Context: an optimization exercise on an open-source flow, tuned for small area, a short achievable clock period and few clock cycles per item. The choices shown serve that exercise and are no tape-out recipe. Where RTL was checked, it was by simulation tests only, not by an equivalence proof against the original. For run 1, only the layout was checked, not whether the RTL still works.

## flow/design.v (module list and top-level ports; edited modules follow where they fit)
// module dct8_fa: 10 lines
// module dct8_top: 1155 lines
module dct8_top #(
    parameter N         = DCT8_N,
    parameter IN_W      = DCT8_IN_W,
    parameter COEFF_W   = DCT8_COEFF_W,
    parameter OUT_W     = DCT8_OUT_W,
    parameter FRAC_BITS = DCT8_FRAC_BITS
)(
    input  wire                    clk,
    input  wire                    rst_n,
    input  wire                    din_valid,
    input  wire signed [IN_W-1:0]  din,
    output wire                    din_ready,
    output wire                    dout_valid,
    output wire signed [OUT_W-1:0] dout,
    input  wire                    dout_ready
);
  // ...
==> flow/flow/run.sh <==
#!/bin/bash
set -euo pipefail
export SETUP_SLACK_MARGIN=10.1
PLATFORM_DONT_USE="$(make -s -C "$FLOW_HOME" DESIGN_CONFIG="$PWD/config.mk" WORK_HOME="$PWD/print_tmp" print-DONT_USE_CELLS | sed -n 's/^DONT_USE_CELLS: *//p')"
EXTRA="sky130_fd_sc_hd__clkdlybuf4s15_1 sky130_fd_sc_hd__clkdlybuf4s15_2 sky130_fd_sc_hd__clkdlybuf4s18_1 sky130_fd_sc_hd__clkdlybuf4s18_2 sky130_fd_sc_hd__clkdlybuf4s25_1 sky130_fd_sc_hd__clkdlybuf4s25_2 sky130_fd_sc_hd__clkdlybuf4s50_1 sky130_fd_sc_hd__clkdlybuf4s50_2 sky130_fd_sc_hd__dlygate4sd1_1 sky130_fd_sc_hd__dlygate4sd2_1 sky130_fd_sc_hd__dlygate4sd3_1 sky130_fd_sc_hd__dlymetal6s2s_1 sky130_fd_sc_hd__dlymetal6s4s_1 sky130_fd_sc_hd__dlymetal6s6s_1"
echo "DONT_USE_CELLS=$PLATFORM_DONT_USE $EXTRA" > dont_use.log
bash standard.sh "DONT_USE_CELLS=$PLATFORM_DONT_USE $EXTRA" finish > standard.log 2>&1
==> flow/standard.sh <==
#!/bin/bash
# synth_recipe.tcl (not shown) runs the flow's synth.tcl, then flattens the netlist and writes it again
# the make line also repeats each setting of config.mk as NAME=value (left out here)
make -C /OpenROAD-flow-scripts/flow DESIGN_CONFIG=/design/flow/config.mk WORK_HOME=/design/flow/orfs CLKGATE_MAP_FILE= SYNTH_SCRIPT=/design/flow/synth_recipe.tcl "${@:-finish}"
==> flow/config.mk <==
export PLATFORM = sky130hd
export DESIGN_NAME = dct8_top
export DESIGN_NICKNAME = dct8_top
export VERILOG_FILES = /design/flow/design.v
export SDC_FILE = /design/flow/constraint.sdc
export NUM_CORES = 4
export LEC_CHECK = 0
export CAP_MARGIN = 20
export CORE_MARGIN = 2
export CORE_UTILIZATION = 40
export SLEW_MARGIN = 20
export SYNTH_HIERARCHICAL = 1
==> flow/constraint.sdc <==
create_clock -name core_clock -period 14.0 [get_ports {clk}]
set_input_delay 2.8000 -clock core_clock [delete_from_list [all_inputs] [get_ports {clk}]]
set_output_delay 2.8000 -clock core_clock [all_outputs]
set_load 0.01 [all_outputs]
==> impl_metrics.env, run 1 <==
export IMPL_outcome="timing/DRC/antenna clean"
export IMPL_grt_max_degree=81
export IMPL_route_antenna_remaining_nets=0
export IMPL_crit_slowest_cell="fa_2"
export IMPL_netlist_instances=3143
export IMPL_synth_fa_ha_area_frac=0.309
export IMPL_crit_required_ns=14.47
export IMPL_cp_startpoint="dout_ready"
export IMPL_endpoint="dnr$_DFF_PN0_"
export IMPL_nonClkBufAreaFrac=0.0220
export IMPL_fin_cells=4518
export IMPL_reg_largest_list="r2a (33), r2b (33), r2c (33)"
export IMPL_start_util=0.402
export IMPL_grt_overflow=0
export IMPL_area_growth_synth_to_final_pct=13.8
export IMPL_multi_input_gates=2174
export IMPL_yosysMostFrequentCell="fa_1"
export IMPL_yosys_top_cells_count="fa_1 (503), nand2_1 (330), edfxtp_1 (297)"
export IMPL_vias=23927
export IMPL_synth_seq_cells=595
export IMPL_tightestPinTransition_ns=1.10
export IMPL_synth_area_per_cell_um2=11.9
export IMPL_synth_ff_type="edfxtp_1"
export IMPL_cp_max_fo=2
export IMPL_cp_arrival_ns=4.54
export IMPL_cp_depth=11
export IMPL_postLayoutCellArea_um2=42600
export IMPL_setup_tns_ns=0
export IMPL_diodes=0
export IMPL_hold_viol=0
export IMPL_numPortBuffers=39
export IMPL_busiest_layer="met2"
export IMPL_pre_cts_ws_ns=8.54
export IMPL_die_area_um2=96100
==> run 2: changes to the inputs <==
--- a/flow/design.v
+++ b/flow/design.v
@@ -30,35 +30,34 @@
     input  wire                    dout_ready
 );
     reg  [2:0] in_cnt;       
     reg        pend;         
     reg  [1:0] pi;           
     reg        o_v;          
     reg  [2:0] o_k;          
     reg        p1v, p2v;     
-    reg  [2:0] cnt;          
-    reg        dv;           
+    reg        qv0, qv1, qv2, qv3;   
     reg  [15:0] xin;
     reg  [17:0] r0, r1, r2, r3;        
     reg  [16:0] wd1, wd2, wd3;         
     reg  [16:0] od0, od1, od2, od3;    
     reg  [17:0] oa0, oa1, ob0, ob1;
     reg  [17:0] q0, q1, q2, q3;        
     reg        dnr;          
-    wire issue  = o_v & ((cnt + {2'b0, p1v} + {2'b0, p2v}) <= 3'd3);
+    wire issue  = o_v & ~qv3 & ~(qv2 & (p1v | p2v)) & ~(qv1 & p1v & p2v);
     wire o_free = ~o_v | ((o_k == 3'd7) & issue);
     wire last   = pend & (pi == 2'd0);
     wire o_load = last & o_free;
     wire pdo    = pend & (~last | o_free);    
     assign din_ready  = ~dnr;
-    assign dout_valid = dv;
+    assign dout_valid = qv0;
     assign dout       = q0;
     wire acc_in = din_valid & din_ready;
-    wire pop    = dv & dout_ready;
+    wire pop    = qv0 & dout_ready;
     wire        push = acc_in & ~in_cnt[2];
     wire [17:0] dinw = {{2{din[15]}}, din};
     wire [16:0] xp   = r0[16:0];
     wire [16:0] xinx = {xin[15], xin};
     wire [16:0] pd   = xp - xinx;
     wire [17:0] xpx  = {xp[16], xp};
     wire [17:0] xinw = {{2{xin[15]}}, xin};
     wire [17:0] pe   = pi[1] ? 18'd0 : pi[0] ? r3 : r1;
@@ -88,55 +87,49 @@
                 default: ;
             endcase
         end
         if (o_load) begin
             od0 <= pd;  od1 <= wd1; od2 <= wd2; od3 <= wd3;
             oa0 <= ea;  oa1 <= r2;  ob0 <= eb;  ob1 <= r3;
         end
     end
+    wire [17:0] d0x = {od0[16], od0}, d1x = {od1[16], od1};
+    wire [17:0] d2x = {od2[16], od2}, d3x = {od3[16], od3};
+    wire [18:0] b0d = {ob0, 1'b0},    b1d = {ob1, 1'b0};
     reg  [17:0] la0;
     reg  [17:0] la1;
     reg  [18:0] la2;
     reg  [17:0] la3;
     always @(*) begin
-        la0 = 18'd0; la1 = 18'd0; la2 = 19'd0; la3 = 18'd0;
-        if (o_k[0]) begin
-            case (o_k[2:1])
-                2'd0: begin la0 = {od0[16], od0}; la1 = {od1[16], od1}; la2 = {{2{od2[16]}}, od2}; la3 = {od3[16], od3}; end
-                2'd1: begin la0 = {od2[16], od2}; la1 = {od0[16], od0}; la2 = {{2{od3[16]}}, od3}; la3 = {od1[16], od1}; end
-                2'd2: begin la0 = {od1[16], od1}; la1 = {od3[16], od3}; la2 = {{2{od0[16]}}, od0}; la3 = {od2[16], od2}; end
-                default: begin la0 = {od3[16], od3}; la1 = {od2[16], od2}; la2 = {{2{od1[16]}}, od1}; la3 = {od0[16], od0}; end
-            endcase
-        end else if (!o_k[1]) begin
-            la0 = oa0; la1 = oa1; la3 = oa0;
-        end else if (!o_k[2]) begin
-            la0 = ob1; la1 = ob1; la2 = {ob0, 1'b0}; la3 = ob0;
-        end else begin
-            la0 = ob0; la1 = ob0; la2 = {ob1, 1'b0}; la3 = ob1;
-        end
+        case (o_k)
+            3'd1: begin la0 = d0x;  la1 = d1x;  la2 = {d2x[17], d2x};   la3 = d3x;  end
+            3'd3: begin la0 = ~d2x; la1 = d0x;  la2 = ~{d3x[17], d3x};  la3 = ~d1x; end
+            3'd5: begin la0 = ~d1x; la1 = d3x;  la2 = {d0x[17], d0x};   la3 = d2x;  end
+            3'd7: begin la0 = ~d3x; la1 = d2x;  la2 = ~{d1x[17], d1x};  la3 = d0x;  end
+            3'd0: begin la0 = oa0;  la1 = oa1;  la2 = 19'd0;            la3 = oa0;  end
+            3'd4: begin la0 = oa0;  la1 = ~oa1; la2 = 19'd0;            la3 = oa0;  end
+            3'd2: begin la0 = ob1;  la1 = ~ob1; la2 = b0d;              la3 = ~ob0; end
+            default: begin la0 = ob0; la1 = ~ob0; la2 = ~b1d;           la3 = ob1;  end
+        endcase
     end
-    wire an0 = (o_k == 3'd3) | (o_k == 3'd5) | (o_k == 3'd7);
-    wire an1 = (o_k == 3'd2) | (o_k == 3'd6) | (o_k == 3'd4);
-    wire an2 = (o_k == 3'd3) | (o_k == 3'd7) | (o_k == 3'd6);
-    wire an3 = (o_k == 3'd3) | (o_k == 3'd2);
     reg  [2:0]  p1k;
     reg         e04, e26;
     reg  [17:0] lx0;
     reg  [17:0] lx1;
     reg  [18:0] lx2;
     reg  [17:0] lx3;
     always @(posedge clk) begin
         p1k <= o_k;
         e04 <= ~o_k[0] & ~o_k[1];
         e26 <= ~o_k[0] &  o_k[1];
-        lx0 <= la0 ^ {18{an0}};
-        lx1 <= la1 ^ {18{an1}};
-        lx2 <= la2 ^ {19{an2}};
-        lx3 <= la3 ^ {18{an3}};
+        lx0 <= la0;
+        lx1 <= la1;
+        lx2 <= la2;
+        lx3 <= la3;
     end
     reg  [32:0] kcv;
     always @(*) begin
         case (p1k)
             3'd0: kcv = 33'd7574928847;
             3'd1: kcv = 33'd395580879;
             3'd2: kcv = 33'd8396101778;
             3'd3: kcv = 33'd395609246;
@@ -1105,50 +1098,51 @@
     wire [32:0] cs_s, cs_c, ct_s, ct_c;
     wire [32:0] cs_cx = {cs_c[31:0], 1'b0};
     generate for (gi = 0; gi < 33; gi = gi + 1) begin : g_c
         dct8_fa u_c (.a(r2a[gi]), .b(r2b[gi]), .c(r2c[gi]), .s(cs_s[gi]), .co(cs_c[gi]));
         dct8_fa u_d (.a(cs_s[gi]), .b(cs_cx[gi]), .c(r2d[gi]), .s(ct_s[gi]), .co(ct_c[gi]));
     end endgenerate
     wire [32:0] acc = ct_s + {ct_c[31:0], 1'b0};
     wire [17:0] res = acc[32:15];
-    wire [2:0] cnt_p = cnt - {2'b0, pop};
-    wire [2:0] cnt_n = cnt_p + {2'b0, p2v};
+    wire q_up   = p2v & ~pop;
+    wire q_down = pop & ~p2v;
+    wire qv0_n  = q_up | (q_down ? qv1 : qv0);
+    wire qv1_n  = q_up ? qv0 : (q_down ? qv2 : qv1);
+    wire qv2_n  = q_up ? qv1 : (q_down ? qv3 : qv2);
+    wire qv3_n  = q_up ? qv2 : (~q_down & qv3);
+    wire w0 = pop ? (qv0 & ~qv1) : ~qv0;
+    wire w1 = pop ? (qv1 & ~qv2) : (qv0 & ~qv1);
+    wire w2 = pop ? (qv2 & ~qv3) : (qv1 & ~qv2);
+    wire w3 = pop ? qv3 : (qv2 & ~qv3);
     wire       pend_n  = (acc_in & in_cnt[2]) | (pend & ~pdo);
     wire [1:0] pi_n    = (acc_in & in_cnt[2]) ? ~in_cnt[1:0] : pi;
     wire       o_v_n   = o_load | (o_v & ~(issue & (o_k == 3'd7)));
     wire [2:0] o_k_n   = o_load ? 3'd0 : (issue ? o_k + 3'd1 : o_k);
-    wire       issue_n = o_v_n & ((cnt_n + {2'b0, issue} + {2'b0, p1v}) <= 3'd3);
+    wire       issue_n = o_v_n & ~qv3_n & ~(qv2_n & (issue | p1v)) & ~(qv1_n & issue & p1v);
     wire       dr_n    = ~(pend_n & (pi_n == 2'd0)) | ~o_v_n | ((o_k_n == 3'd7) & issue_n);
     always @(posedge clk) begin
-        if (pop) begin
-            q0 <= q1;
-            q1 <= q2;
-            q2 <= q3;
-        end
-        if (p2v) begin
-            case (cnt_p[1:0])
-                2'd0: q0 <= res;
-                2'd1: q1 <= res;
-                2'd2: q2 <= res;
-                default: q3 <= res;
-            endcase
-        end
+        if (p2v & w0) q0 <= res; else if (pop) q0 <= q1;
+        if (p2v & w1) q1 <= res; else if (pop) q1 <= q2;
+        if (p2v & w2) q2 <= res; else if (pop) q2 <= q3;
+        if (p2v & w3) q3 <= res;
     end
     always @(posedge clk or negedge rst_n) begin
         if (!rst_n) begin
             in_cnt <= 3'd0;
             pend   <= 1'b0;
             pi     <= 2'd0;
             o_v    <= 1'b0;
             o_k    <= 3'd0;
             p1v    <= 1'b0;
             p2v    <= 1'b0;
-            cnt    <= 3'd0;
-            dv     <= 1'b0;
+            qv0    <= 1'b0;
+            qv1    <= 1'b0;
+            qv2    <= 1'b0;
+            qv3    <= 1'b0;
             dnr    <= 1'b0;
         end else begin
             if (acc_in) in_cnt <= in_cnt + 3'd1;
             if (acc_in & in_cnt[2]) begin
                 pend <= 1'b1;
                 pi   <= ~in_cnt[1:0];
             end else if (pdo) begin
                 pend <= 1'b0;
@@ -1157,14 +1151,16 @@
                 o_v <= 1'b1;
                 o_k <= 3'd0;
             end else if (issue) begin
                 o_k <= o_k + 3'd1;
                 if (o_k == 3'd7) o_v <= 1'b0;
             end
             p1v <= issue;
             p2v <= p1v;
-            cnt <= cnt_n;
-            dv  <= (cnt_n != 3'd0);
+            qv0 <= qv0_n;
+            qv1 <= qv1_n;
+            qv2 <= qv2_n;
+            qv3 <= qv3_n;
             dnr <= ~dr_n;
         end
     end
 endmodule
==> impl_metrics.env, run 2 <==
export IMPL_max_slew_margin=0.272
export IMPL_criticalPathCategory="reg -> out"
export IMPL_grt_pass1_wl_um=156000
export IMPL_grtUsageMet3=0.0425
export IMPL_crit_required_ns=11.20
export IMPL_synth_seq_cells=595
export IMPL_tightestPinTransition_ns=1.09
export IMPL_fillers=8554
export IMPL_busiest_layer="met2"
export IMPL_clock_sinks=595
export IMPL_met1_usage=0.294
export IMPL_hold_viol=0
export IMPL_yosys_top_cells_count="fa_1 (501), nand2_1 (399), edfxtp_1 (351)"
export IMPL_reg_largest_list="r2a (33), r2b (33), r2c (33)"
export IMPL_first_iter_violations=2216
export IMPL_synth_area_leaders="edfxtp_1 (28%), fa_1 (27%), dfxtp_1 (12%)"
export IMPL_drc=0
export IMPL_yosysMostFrequentCell="fa_1"
export IMPL_grt_use_total=0.217
export IMPL_numPortBuffers=39
export IMPL_synth_top_area_share=0.283
export IMPL_final_common_cell="fa_1"
export IMPL_vias=24670
export IMPL_synth_edf_count=351
export IMPL_cp_top_family="flip-flops"
export IMPL_die_area_um2=95700
export IMPL_netlist_instances=3120
export IMPL_seq_area_um2=15500
export IMPL_path_buf_inv=1
export IMPL_max_freq_mhz=252
export IMPL_diodes=0
export IMPL_crit_slowest_cell="edfxtp_1"
export IMPL_multi_input_comb_area_um2=20900
export IMPL_setup_violations=0
export IMPL_setup_tns_ns=0
export IMPL_drive_gt1_frac=0.0916
export IMPL_core_um2=92900
export IMPL_drv_slew=0
export IMPL_timing_final_crit_share=0.284
export IMPL_grt_pass1_vias=25109
export IMPL_cts_tree="yes"
export IMPL_clock_skew_ns=0.0254
export IMPL_clock_latency_ns=0.63
export IMPL_rsz0062_at_grt="yes"
export IMPL_slowest_delay_ns=0.40
export IMPL_dp_hpwl_um=75100
export IMPL_period_minus_slack_ns=3.97
export IMPL_final_cell_mix="fa_1 (497), nand2_1 (390), edfxtp_1 (351)"
export IMPL_gp_congestion=0.931
export IMPL_synth_warnings=7
export IMPL_root_buffer="clkbuf_16"
export IMPL_start_util=0.402
export IMPL_antenna_found_initial=1
export IMPL_final_nets=3787
export IMPL_worstHoldPathType="reg -> reg"
export IMPL_cts_buffer_depth=3
export IMPL_outcome="timing/DRC/antenna clean"
export IMPL_synth_ff_type="edfxtp_1"
export IMPL_synth_top_area_cell="edfxtp_1"
export IMPL_max_cap_violations=0
export IMPL_cts_hold_buf=0
export IMPL_grt_overflow=0
export IMPL_crit_path_end_kind="primary output"
export IMPL_path_cells="clkbuf_2"
export IMPL_rows=112
export IMPL_dieHeight_um=309
export IMPL_synth_area_per_cell_um2=12.0
export IMPL_die_w_um=309
export IMPL_fin_util=0.448
export IMPL_grt_util_met2=0.352
export IMPL_start_kind="flip-flop"
export IMPL_drt_wl_total_um=103000
export IMPL_path_clk_slew_ns=0.06
export IMPL_ys_seq_area_frac=0.416
export IMPL_dr_pass1_iters=11
export IMPL_cts_max_level=3
export IMPL_route_antenna_remaining_nets=0
export IMPL_wl_per_cell_um=23.1
export IMPL_ios=40
export IMPL_grt_max_degree=79
export IMPL_cp_max_fo=1
export IMPL_vias_per_cell=5.53
export IMPL_ys_types=81
export IMPL_netlist_area_um2=37300
export IMPL_area_growth_synth_to_final_pct=11.5
export IMPL_holdWs_ns=0.327
export IMPL_cts_made_buffers=66
export IMPL_cp_arrival_ns=1.17
export IMPL_synthArstFlopShare=0.0286
==> run 2: stage by stage <==
step / instances / cell area [µm²] / setup WS, ns
finish: 4462 / 41600 / 10.03
detailed placement: 4301 / 38700 / 8.40
global route: 4462 / 41600 / 9.98
global placement: 4300 / 38700 / 8.41
CTS: 4446 / 41200 / 9.98
floorplan: 3121 / 37600 / 9.95
==> run 2: logic make-up (layout without fill, tap and decap cells) <==
group	Yosys count	count (layout)	share of synthesized area
xor gates and xnor gates	72	72	0.0169
and+or+nand+nor	739	745	0.0882
muxes	52	52	0.0141
adders and majority gates	610	610	0.305
AOI/OAI and AO/OA	661	662	0.118
DFF	595	595	0.416
buffers and inverters	390	470	0.0414
other	1	2	0.000101
==> run 2: path summary, 6_finish.rpt <==
kind / slack [ns] / end / from / cells after the start
worst min register to register: 0.33 / r2d[0]$_DFF_P_ / kcv[0]$_DFF_P_ / 0
worst min-delay path: 0.33 / r2d[0]$_DFF_P_ / kcv[0]$_DFF_P_ / 0
worst max register to register: 10.07 / r3[17]$_DFFE_PP_ / pi[0]$_DFF_PN0_ / 12
max in group asynchronous: 10.74 / pi[0]$_DFF_PN0_ / rst_n / 2
worst max-delay path: 10.03 / dout[12] / q0[12]$_DFFE_PP_ / 1
min in group asynchronous: 2.02 / in_cnt[2]$_DFFE_PN0P_ / rst_n / 1
==> run 2: area by class of cell <==
| type | count | area share |
|---|---|---|
| repair buffers | 100 | 0.0129 |
| clock inverters | 33 | 0.00872 |
| well taps | 1254 | 0.0377 |
| repair inverters | 1 | 0.000120 |
| multi-input cells | 2143 | 0.502 |
| inverters | 251 | 0.0229 |
| clock buffers | 85 | 0.0426 |
| flip-flops and latches | 595 | 0.373 |
==> run 2: what timing repair did <==
item	CTS	global route
pin swaps	12	17
endpoints found under the hold margin	0	0
setup buffers	21	14
gates cloned	6	2
resized for setup	57	81
endpoints found under the setup margin	353	194
==> run 2: metal layers <==
metal | vias up | wire length [µm]
li1 | 10932 | -
met1 | 12404 | 42600
met2 | 1145 | 48700
met3 | 189 | 8230
met4 | 0 | 3540
met5 | - | 0
==> run 2: modules after synthesis (local to each module, per instance) <==
module	cell area, µm²	copies in the design	cells
dct8_fa	20.0	498	1
dct8_top	27300	1	2622
Testbench counts of run 2, summed over its fixed seeds: cycles 6,240, items 768.
==> run 3: changes to the inputs <==
--- a/flow/config.mk
+++ b/flow/config.mk
@@ -7,6 +7,8 @@
 export LEC_CHECK = 0
 export CAP_MARGIN = 20
 export CORE_MARGIN = 2
-export CORE_UTILIZATION = 40
+export CORE_UTILIZATION = 30
+export CTS_CLUSTER_DIAMETER = 150
+export CTS_CLUSTER_SIZE = 30
 export SLEW_MARGIN = 20
 export SYNTH_HIERARCHICAL = 1
==> impl_metrics.env, run 3 <==
export IMPL_regToRegEndpoint="r3[15]$_DFFE_PP_"
export IMPL_start_kind="flip-flop"
export IMPL_synth_seq_cells=595
export IMPL_fin_util=0.330
export IMPL_cts_hold_buf=0
export IMPL_path_cells="inv_2 -> buf_6"
export IMPL_first_iter_violations=2959
export IMPL_diodes=0
export IMPL_hold_viol=0
export IMPL_yosys_top_cells_count="fa_1 (501), nand2_1 (399), edfxtp_1 (351)"
export IMPL_die_w_um=357
export IMPL_crit_required_ns=11.20
export IMPL_yosysMostFrequentCell="fa_1"
export IMPL_cp_startpoint="dnr$_DFF_PN0_"
export IMPL_rows=129
export IMPL_area_growth_synth_to_final_pct=9.30
export IMPL_cts_buffer_depth=3
export IMPL_place_area_um2=39200
export IMPL_numPortBuffers=39
export IMPL_cts_made_buffers=24
export IMPL_grt_overflow=0
export IMPL_synth_top_area_cell="edfxtp_1"
export IMPL_dr_pass1_iters=10
export IMPL_vias_per_cell=5.12
export IMPL_worstHoldPathType="reg -> reg"
export IMPL_core_um2=123000
export IMPL_period_minus_slack_ns=4.05
export IMPL_crit_slowest_cell="dfrtp_1"
export IMPL_dieHeight_um=357
export IMPL_grt_pass1_vias=24932
export IMPL_drive_gt1_frac=0.0750
export IMPL_cts_tree="yes"
export IMPL_endpoint="din_ready"
export IMPL_vias=24498
export IMPL_antenna_found_initial=0
export IMPL_timing_rr_start="pi[0]$_DFF_PN0_"
export IMPL_netlist_instances=3120
export IMPL_netlist_area_um2=37300
export IMPL_drv_slew=0
export IMPL_cp_depth=2
export IMPL_drt_wl_total_um=102000
export IMPL_tightestPinTransition_ns=1.05
export IMPL_grt_pass1_wl_um=155000
export IMPL_ios=40
export IMPL_path_clk_slew_ns=0.12
export IMPL_max_slew_margin=0.300
export IMPL_gp_congestion=0.936
export IMPL_synth_ff_type="edfxtp_1"
export IMPL_rrSetupSlack_ns=10.05
export IMPL_grt_use_total=0.158
export IMPL_slowest_delay_ns=0.43
export IMPL_clock_skew_ns=0.0597
export IMPL_rsz0062_at_grt="yes"
export IMPL_ys_types=81
export IMPL_dp_hpwl_um=75300
export IMPL_setup_tns_ns=0
export IMPL_cp_top_family="flip-flops"
export IMPL_drc=0
export IMPL_synth_area_per_cell_um2=12.0
export IMPL_synth_warnings=7
export IMPL_route_antenna_remaining_nets=0
export IMPL_final_cell_mix="fa_1 (496), nand2_1 (391), edfxtp_1 (351)"
export IMPL_die_area_um2=127000
export IMPL_ys_seq_area_frac=0.416
export IMPL_timing_final_crit_share=0.289
export IMPL_wl_per_cell_um=21.2
export IMPL_clock_sinks=595
export IMPL_final_common_cell="fa_1"
export IMPL_max_cap_violations=0
export IMPL_synthArstFlopShare=0.0286
export IMPL_synth_area_leaders="edfxtp_1 (28%), fa_1 (27%), dfxtp_1 (12%)"
export IMPL_final_nets=3757
export IMPL_synth_edf_count=351
export IMPL_grt_max_degree=79
export IMPL_start_util=0.302
export IMPL_criticalPathCategory="reg -> out"
export IMPL_cp_arrival_ns=1.25
export IMPL_reg2reg_depth=15
export IMPL_setup_violations=0
export IMPL_cts_max_level=1
export IMPL_reg_largest_list="r2a (33), r2b (33), r2c (33)"
export IMPL_crit_path_end_kind="primary output"
export IMPL_path_buf_inv=2
export IMPL_outcome="timing/DRC/antenna clean"
export IMPL_max_freq_mhz=247
export IMPL_cp_max_fo=2
export IMPL_synth_top_area_share=0.283
export IMPL_clock_latency_ns=0.65
export IMPL_root_buffer="clkbuf_16"
export IMPL_postLayoutCellArea_um2=40800
## run 3: metrics by stage
stage	instances	worst slack, ns	hold WS, ns
finish	4782	9.95	0.383
detailed placement	4687	8.67	0.313
global route	4782	9.90	0.393
global placement	4687	8.73	0.315
floorplan	3121	9.95	0.310
CTS	4758	9.90	0.385
## run 3: per-layer routing
layer | global-route usage | share of wire
met1 | 0.215 | 0.43
met2 | 0.252 | 0.46
met3 | 0.0248 | 0.072
met4 | 0.0604 | 0.045
met5 | 0 | 0
## run 3: timing repair
item	4_1_cts	5_1_grt
endpoints found under the setup margin	330	170
pin swaps	8	25
buffers inserted	25	24
gates cloned	3	0
gates resized for setup	64	86
## run 3: area by class of cell
class	instances	area [µm²]
Clock inverter	4	83.8
Tap cell	1637	2050
Sequential cell	595	15500
Fill cell	12230	82700
Inverter	251	946
Clock buffer	39	657
Timing Repair Buffer	117	676
Multi-Input combinational cell	2139	20800
## run 3: cells by family (layout without fill, tap and decap cells)
group,Yosys count,in the layout,synth area share
AOI/OAI and AO/OA,661,661,0.118
xor gates and xnor gates,72,72,0.0169
adders and majority gates,610,610,0.305
buffers and inverters,390,411,0.0414
DFF,595,595,0.416
muxes,52,52,0.0141
other,1,2,0.000101
and+or+nand+nor,739,742,0.0882
## run 3: Yosys stat by module (local to each module, per instance)
module / flops+latches / cells / area (µm²) / times used
dct8_top: 595 / 2622 / 27300 / 1
dct8_fa: 0 / 1 / 20.0 / 498
## run 3: how the worst min path moves through the flow
stage	from	endpoint	slack, ns	cells after the start
2_1_floorplan	kcv[1]$_SDFF_PN1_	r2c[1]$_DFF_P_	0.31	0
3_3_place_gp	kcv[1]$_SDFF_PN1_	r2c[1]$_DFF_P_	0.32	0
3_5_place_dp	kcv[1]$_SDFF_PN1_	r2c[1]$_DFF_P_	0.31	0
4_1_cts	kcv[1]$_SDFF_PN1_	r2c[1]$_DFF_P_	0.38	0
5_1_grt	kcv[0]$_DFF_P_	r2d[0]$_DFF_P_	0.39	0
6_report	kcv[1]$_SDFF_PN1_	r2c[1]$_DFF_P_	0.38	0
==> run 4: changes to the inputs <==
==> flow/flow/run.sh (replaced) <==
#!/bin/bash
set -euo pipefail
export SETUP_SLACK_MARGIN=10.0
PLATFORM_DONT_USE="$(make -s -C "$FLOW_HOME" DESIGN_CONFIG="$PWD/config.mk" WORK_HOME="$PWD/print_tmp" print-DONT_USE_CELLS | sed -n 's/^DONT_USE_CELLS: *//p')"
EXTRA="sky130_fd_sc_hd__clkdlybuf4s15_1 sky130_fd_sc_hd__clkdlybuf4s15_2 sky130_fd_sc_hd__clkdlybuf4s18_1 sky130_fd_sc_hd__clkdlybuf4s18_2 sky130_fd_sc_hd__clkdlybuf4s25_1 sky130_fd_sc_hd__clkdlybuf4s25_2 sky130_fd_sc_hd__clkdlybuf4s50_1 sky130_fd_sc_hd__clkdlybuf4s50_2 sky130_fd_sc_hd__dlygate4sd1_1 sky130_fd_sc_hd__dlygate4sd2_1 sky130_fd_sc_hd__dlygate4sd3_1 sky130_fd_sc_hd__dlymetal6s2s_1 sky130_fd_sc_hd__dlymetal6s4s_1 sky130_fd_sc_hd__dlymetal6s6s_1"
echo "DONT_USE_CELLS=$PLATFORM_DONT_USE $EXTRA" > dont_use.log
bash standard.sh "DONT_USE_CELLS=$PLATFORM_DONT_USE $EXTRA" finish > standard.log 2>&1
--- a/flow/config.mk
+++ b/flow/config.mk
@@ -8,7 +8,7 @@
 export CAP_MARGIN = 20
 export CORE_MARGIN = 2
 export CORE_UTILIZATION = 30
-export CTS_CLUSTER_DIAMETER = 150
-export CTS_CLUSTER_SIZE = 30
+export CTS_CLUSTER_DIAMETER = 120
+export CTS_CLUSTER_SIZE = 24
 export SLEW_MARGIN = 20
 export SYNTH_HIERARCHICAL = 1
==> impl_metrics.env, run 4 <==
export IMPL_crit_path_end_kind="primary output"
export IMPL_crit_slowest_cell="dfrtp_2"
export IMPL_tightestPinTransition_ns=1.12
export IMPL_synth_area_per_cell_um2=12.0
export IMPL_dr_pass1_iters=9
export IMPL_timing_final_crit_share=0.290
export IMPL_start_kind="flip-flop"
export IMPL_setup_tns_ns=0
export IMPL_outcome="timing/DRC/antenna clean"
export IMPL_netlist_instances=3120
export IMPL_hold_viol=0
export IMPL_fillers=12277
export IMPL_pre_cts_ws_ns=8.63
export IMPL_cp_top_family="flip-flops"
export IMPL_max_cap_violations=0
export IMPL_route_antenna_remaining_nets=0
export IMPL_clock_sinks=595
export IMPL_grt_overflow=0
export IMPL_hp_start="kcv[1]$_SDFF_PN1_"
export IMPL_synth_top_area_cell="edfxtp_1"
export IMPL_drt_wl_total_um=102000
export IMPL_criticalPathCategory="reg -> out"
export IMPL_timing_rr_start="e26$_DFF_P_"
export IMPL_max_slew_margin=0.253
export IMPL_cp_max_fo=2
export IMPL_synth_seq_cells=595
export IMPL_wl_per_cell_um=21.4
export IMPL_rsz0062_at_grt="yes"
export IMPL_netlist_area_um2=37300
export IMPL_max_freq_mhz=247
export IMPL_fin_cells=4775
export IMPL_cts_made_buffers=30
export IMPL_area_growth_synth_to_final_pct=8.68
export IMPL_die_area_um2=127000
export IMPL_ios=40
export IMPL_reg_largest_list="r2a (33), r2b (33), r2c (33)"
export IMPL_synth_area_leaders="edfxtp_1 (28%), fa_1 (27%), dfxtp_1 (12%)"
export IMPL_worstHoldPathType="reg -> reg"
export IMPL_cts_buffer_depth=3
export IMPL_die_w_um=357
export IMPL_drv_slew=0
export IMPL_dieHeight_um=357
export IMPL_path_cells="inv_2 -> buf_6"
export IMPL_antenna_found_initial=0
export IMPL_ys_types=81
export IMPL_path_buf_inv=2
export IMPL_drc=0
export IMPL_cp_startpoint="dnr$_DFF_PN0_"
export IMPL_clock_skew_ns=0.0674
export IMPL_fin_util=0.328
export IMPL_gp_congestion=0.960
export IMPL_synthArstFlopShare=0.0286
export IMPL_grt_use_total=0.157
export IMPL_synth_ff_type="edfxtp_1"
export IMPL_dp_hpwl_um=75700
export IMPL_drive_gt1_frac=0.0548
export IMPL_vias_per_cell=5.12
export IMPL_cp_arrival_ns=1.25
export IMPL_synth_top_area_share=0.283
export IMPL_core_um2=123000
export IMPL_place_inst=4688
export IMPL_final_cell_mix="fa_1 (498), nand2_1 (392), edfxtp_1 (351)"
export IMPL_path_clk_slew_ns=0.10
export IMPL_synth_edf_count=351
export IMPL_cts_max_level=1
export IMPL_synth_warnings=7
export IMPL_period_minus_slack_ns=4.05
export IMPL_slowest_delay_ns=0.44
export IMPL_yosysMostFrequentCell="fa_1"
export IMPL_cts_hold_buf=0
export IMPL_crit_required_ns=11.20
export IMPL_final_common_cell="fa_1"
export IMPL_root_buffer="clkbuf_16"
export IMPL_numPortBuffers=39
export IMPL_setup_violations=0
export IMPL_rows=129
export IMPL_grt_max_degree=113
export IMPL_grt_pass1_wl_um=154000
export IMPL_ys_seq_area_frac=0.416
export IMPL_fin_ws_ns=9.95
export IMPL_yosys_top_cells_count="fa_1 (501), nand2_1 (399), edfxtp_1 (351)"
export IMPL_cts_tree="yes"
export IMPL_first_iter_violations=2662
export IMPL_final_nets=3743
export IMPL_clock_latency_ns=0.68
export IMPL_grt_pass1_vias=24546
export IMPL_vias=24452
export IMPL_start_util=0.302
[run 4: cell count changes in the layout (fill, tap and decap cells not counted), moves of 11 or more]
| cell | before | now |
|---|---|---|
| o21ai_0 | 168 | 183 |
| dfxtp_1 | 214 | 226 |
| o21ai_1 | 15 | 4 |
| clkbuf_2 | 20 | 6 |
| dfxtp_2 | 11 | 0 |
[run 4: repair_timing]
action | 4_1_cts | 5_1_grt
pin swaps | 5 | 13
resized for setup | 42 | 40
endpoints found under the setup margin | 390 | 184
setup buffers | 9 | 14
hold endpoints to repair | 0 | 0
cloned | 6 | 2
[run 4: final timing paths]
| kind | endpoint | slack, ns | cells after the start |
|---|---|---|---|
| worst max-delay path | din_ready | 9.95 | 2 |
| worst min-delay path | r2c[1]$_DFF_P_ | 0.34 | 0 |
| worst max register to register | r2b[17]$_DFF_P_ | 10.06 | 10 |
| worst min register to register | r2c[1]$_DFF_P_ | 0.34 | 0 |
| max in group asynchronous | o_k[2]$_DFF_PN0_ | 10.71 | 2 |
| min in group asynchronous | in_cnt[1]$_DFFE_PN0P_ | 1.95 | 1 |
[run 4: cell families (layout without fill, tap and decap cells)]
logic type	after synthesis	count (layout)	share of synthesized area
xor gates and xnor gates	72	72	0.0169
buffers and inverters	390	401	0.0414
adders and majority gates	610	610	0.305
other	1	3	0.000101
AOI/OAI and AO/OA	661	662	0.118
and+or+nand+nor	739	743	0.0882
muxes	52	52	0.0141
DFF	595	595	0.416
[run 4: metrics by stage]
| stage | instance area (µm²) | hold WS (ns) |
|---|---|---|
| floorplan | 37500 | 0.310 |
| global placement | 39100 | 0.319 |
| detailed placement | 39100 | 0.316 |
| CTS | 40300 | 0.339 |
| global route | 40500 | 0.354 |
| finish | 40500 | 0.336 |
[run 4: cell type report]
class | count | area (µm²) | share of cell area
timing repair buffer | 93 | 500 | 0.0123
antenna | 1 | 2.50 | 0.0000617
multi-input combinational | 2141 | 20600 | 0.508
sequential | 595 | 15500 | 0.383
timing repair inverter | 2 | 10.0 | 0.000247
clock inverter | 5 | 91.3 | 0.00225
tap | 1637 | 2050 | 0.0505
inverter | 251 | 953 | 0.0235
clock buffer | 50 | 826 | 0.0204
[run 4: routing by layer]
| layer | global-route usage | routed length (µm) |
|---|---|---|
| met2 | 0.251 | 46900 |
| met3 | 0.0235 | 7970 |
| met4 | 0.0459 | 3450 |
| met5 | 0 | 0 |
| met1 | 0.221 | 43600 |
[run 4: worst reg2reg max path, stage by stage (launching register included)]
cell     delay (ns)
dfxtp_1        0.76
buf_4          0.47
nand2_1        0.22
o21ai_0        0.15
ha_1           0.22
fa_1           0.43
fa_1           0.49
inv_1          0.05
fa_1           0.49
fa_1           0.52
inv_1          0.05
[run 4: per-module statistics from Yosys (local to each module, per instance)]
module,times used,flip-flops and latches
dct8_fa,498,0
dct8_top,1,595

port drivers added, routing unchanged:
In the flow no input, the clock included, has a driving cell. The finished layouts below were timed again as built, in two steps. Step 1 assumes that a clkbuf_16 drives the clock port and a buf_2 every other input. Step 2 moves the port delays by t, midway between the first and last clock arrival at a register: inputs arrive t later, outputs are due t later. That takes back most of the time a late clock gives input paths. Three values: no drivers, after step 1, after step 2; two values: the first two.
run | t (ns) | slack for setup (ns) | latest minus earliest clock arrival (ns) | worst data-port slew with drivers (ns)
run 1 | 0.666 | 9.936 / 9.952 / 9.286 | 0.040 / 0.040 | 0.06
run 2 | 0.678 | 10.027 / 9.968 / 9.533 | 0.026 / 0.026 | 0.05
run 3 | 0.693 | 9.948 / 9.875 / 9.507 | 0.060 / 0.060 | 0.05
run 4 | 0.719 | 9.947 / 9.870 / 9.494 | 0.080 / 0.080 | 0.05
After both steps setup and hold are still met in every run listed. For run 1, which loses most, drivers alone change the setup slack by +0.016 ns; drivers and shift together by -0.650 ns.
